Context: an optimization exercise on an open-source flow, tuned for small area. The choices shown serve that exercise and are no tape-out recipe. Function was checked by simulation only, so behaviour that the tests miss may differ from the original. No driver is modelled on the clock port, so clock power and skew are understated where the tree is cut down; a real chip needs a root buffer or a tree. Power is estimated from default activity; no workload was simulated.

==> flow/design.v <==
`timescale 1ns/1ps
module PadServo (
    input  clk_i,
    input  rst_i,
    output dclock_o,
    output dlatch_o,
    input  sdata_i,
    output srv_o
);
reg [13:0] h;
wire [13:0] hx = h ^ 14'b10101010101010;
wire hp = (hx == 14'b01011011011101);
always @(posedge clk_i)
    if (rst_i)
        h <= 14'b11111111000111;
    else
        h <= {hx[12:0], hx[13] ^ hx[12] ^ hx[11] ^ hx[1] ^ hp} ^ 14'b10101010101010;
reg a;
reg [4:0] b;
always @(posedge clk_i)
    if (rst_i) begin
        a <= 1'b0;
        b <= 5'd0;
    end else if (hp) begin
        a <= ~a;
        if (a)
            b <= b[4] ? 5'd0 : b ^ {&b[3:0], &b[2:0], &b[1:0], b[0], 1'b1};
    end
assign dlatch_o = (b == 5'd0);
assign dclock_o = a & ~b[4] & (b != 5'd0);
reg s1, s2, t_dec, t_inc, v_inc, v_dec;
always @(posedge clk_i) begin
    s1 <= sdata_i;
    s2 <= s1;
    if (hp && a && b == 5'd6)
        t_dec <= s2;
    if (hp && a && b == 5'd7)
        t_inc <= s2;
end
always @(posedge clk_i)
    if (rst_i) begin
        v_inc <= 1'b0;
        v_dec <= 1'b0;
    end else if (hp && a && b[4]) begin
        v_inc <= t_inc;
        v_dec <= t_dec;
    end
wire en = v_inc ^ v_dec;
reg [23:0] c;
wire [23:0] e = c ^ {24{v_dec}};         
wire sat = &e;                           
wire [24:0] g;
assign g[0] = en & ~sat;
genvar i;
generate for (i = 0; i < 24; i = i + 1) begin : chain
    assign g[i+1] = g[i] & e[i];
end endgenerate
always @(posedge clk_i)
    if (rst_i)
        c <= 24'd0;
    else
        c <= c ^ g[23:0];
reg [6:0] lo;                            
wire [6:0] lx = lo ^ 7'b1010101;
reg [7:0] hi;
wire lo_end = (lx == 7'b1001100);
wire tick = (&hi) & lx[1] & lx[2];
wire [7:0] hi_t;                         
assign hi_t[0] = lo_end | tick;
generate for (i = 1; i < 8; i = i + 1) begin : hinc
    assign hi_t[i] = hi_t[i-1] & hi[i-1];
end endgenerate
always @(posedge clk_i)
    if (rst_i) begin
        hi <= 8'd255;
        lo <= 7'b1000001;
    end else begin
        hi <= hi ^ hi_t;
        if (tick)
            lo <= 7'b1001101;
        else
            lo <= {lx[5:0], lx[6] ^ lx[5] ^ lo_end} ^ 7'b1010101;
    end
reg [4:0] ph;
reg on;
wire ph_top = ph[4] & ph[1] & ph[0];     
always @(posedge clk_i)
    if (rst_i) begin
        ph <= 5'd17;
        on <= 1'b0;
    end else begin
        if (tick)
            ph <= ph_top ? 5'd0 : ph ^ {&ph[3:0], &ph[2:0], &ph[1:0], ph[0], 1'b1};
        on <= tick ? ph_top : (on & (hi < c[23:16]));
    end
assign srv_o = ph_top | on;
endmodule
==> flow/config.mk <==
export PLATFORM = sky130hd
export DESIGN_NAME = PadServo
export DESIGN_NICKNAME = PadServo
export VERILOG_FILES = /design/flow/design.v
export SDC_FILE = /design/flow/constraint.sdc
export NUM_CORES = 4
export LEC_CHECK = 0
export CAP_MARGIN = 20
export CORE_MARGIN = 2
export CORE_UTILIZATION = 40
export GPL_TIMING_DRIVEN = 0
export SLEW_MARGIN = 20
==> flow/constraint.sdc <==
create_clock -name core_clock -period 10.0 [get_ports {clk_i}]
set_input_delay 2.0000 -clock core_clock [delete_from_list [all_inputs] [get_ports {clk_i}]]
set_output_delay 2.0000 -clock core_clock [all_outputs]
set_load 0.01 [all_outputs]
standard.sh (not shown) runs the stock make flow with config.mk's settings and CLKGATE_MAP_FILE= SYNTH_SCRIPT=/design/flow/synth_recipe.tcl, a recipe that flattens the netlist after the stock synthesis.
==> flow/flow/run.sh <==
#!/bin/bash
# Own layout flow: the standard flow (standard.sh) with these changes:
#  - synthesis maps the logic with area-oriented ABC scripts and keeps the
#    smallest mapping, and skips the half/full-adder cell extraction so that
#    ABC sees all of the logic (flow/synth_abc.tcl, flow/abc_scripts.txt);
#    everything that creates or maps registers is the standard synthesis
#    unchanged, so every register keeps its name and cell;
#  - the clock tree is one level of four clock buffers, one per quarter of
#    the registers (flow/pre_cts.tcl); a clock buffer whose registers would
#    see a slow clock edge is then upsized (flow/post_cts.tcl);
#  - the port buffers are the smallest buffer cell.
# The make output is kept in flow_make.log in the work folder; ORFS keeps each
# tool's log under orfs/logs/.
set -euo pipefail
W="$(cd "$(dirname "$0")/.." && pwd)"
F="$W/flow"
{
  echo "set ::area_abc_dir {$F}"
  echo "source {$F/synth_abc.tcl}"
  cat "$W/synth_recipe.tcl"
} > "$W/area_synth.tcl"
sed -e "s#SYNTH_SCRIPT=[^ ]*#SYNTH_SCRIPT=$W/area_synth.tcl 'PRE_CTS_TCL=$F/pre_cts.tcl' 'POST_CTS_TCL=$F/post_cts.tcl' 'BUFFER_PORTS_ARGS=-buffer_cell sky130_fd_sc_hd__buf_1'#" "$W/standard.sh" > "$W/area_standard.sh"
cd "$W"
bash "$W/area_standard.sh" > "$W/flow_make.log" 2>&1
Other scripts of this flow, unchanged in this note and not shown: flow/flow/abc_scripts.txt, flow/flow/post_cts.tcl, flow/flow/pre_cts.tcl, flow/flow/synth_abc.tcl
Next try:
Settings changed: GPL_TIMING_DRIVEN 0 to not set.
Outcome: Maximum frequency rose by a few percent. Power fell slightly. Sequential share of layout area fell by 0.10 points. First-iteration DRC count fell by well over a third. Wire length rose by a few percent.
In every run of this note, the design's own scripts or RTL, not TritonCTS, make the clock network.

afterwards: timing with drivers on the ports:
In the flow no input, the clock included, has a driving cell. The finished layouts below were timed again as built, in two steps. Step 1, drivers: a clkbuf_16 drives clk_i and a buf_2 each remaining input, both assumed. Step 2 also shifts input and output timing later by t, the mid clock arrival at the registers, as if the neighbouring blocks saw the same clock. a / b / c = ideal ports / drivers / drivers and shift; a / b = the first two.
run | t, ns | setup slack, ns | worst setup path at the end | worst data-port slew with drivers (ns) | pins driven straight from the clock port
the first run | 0.221 | 4.033 / 4.033 / 4.033 | register to register | 0.03 | 4
the second run | 0.221 | 4.234 / 4.234 / 4.234 | register to register | 0.03 | 4
After both steps every run listed still meets setup and hold.
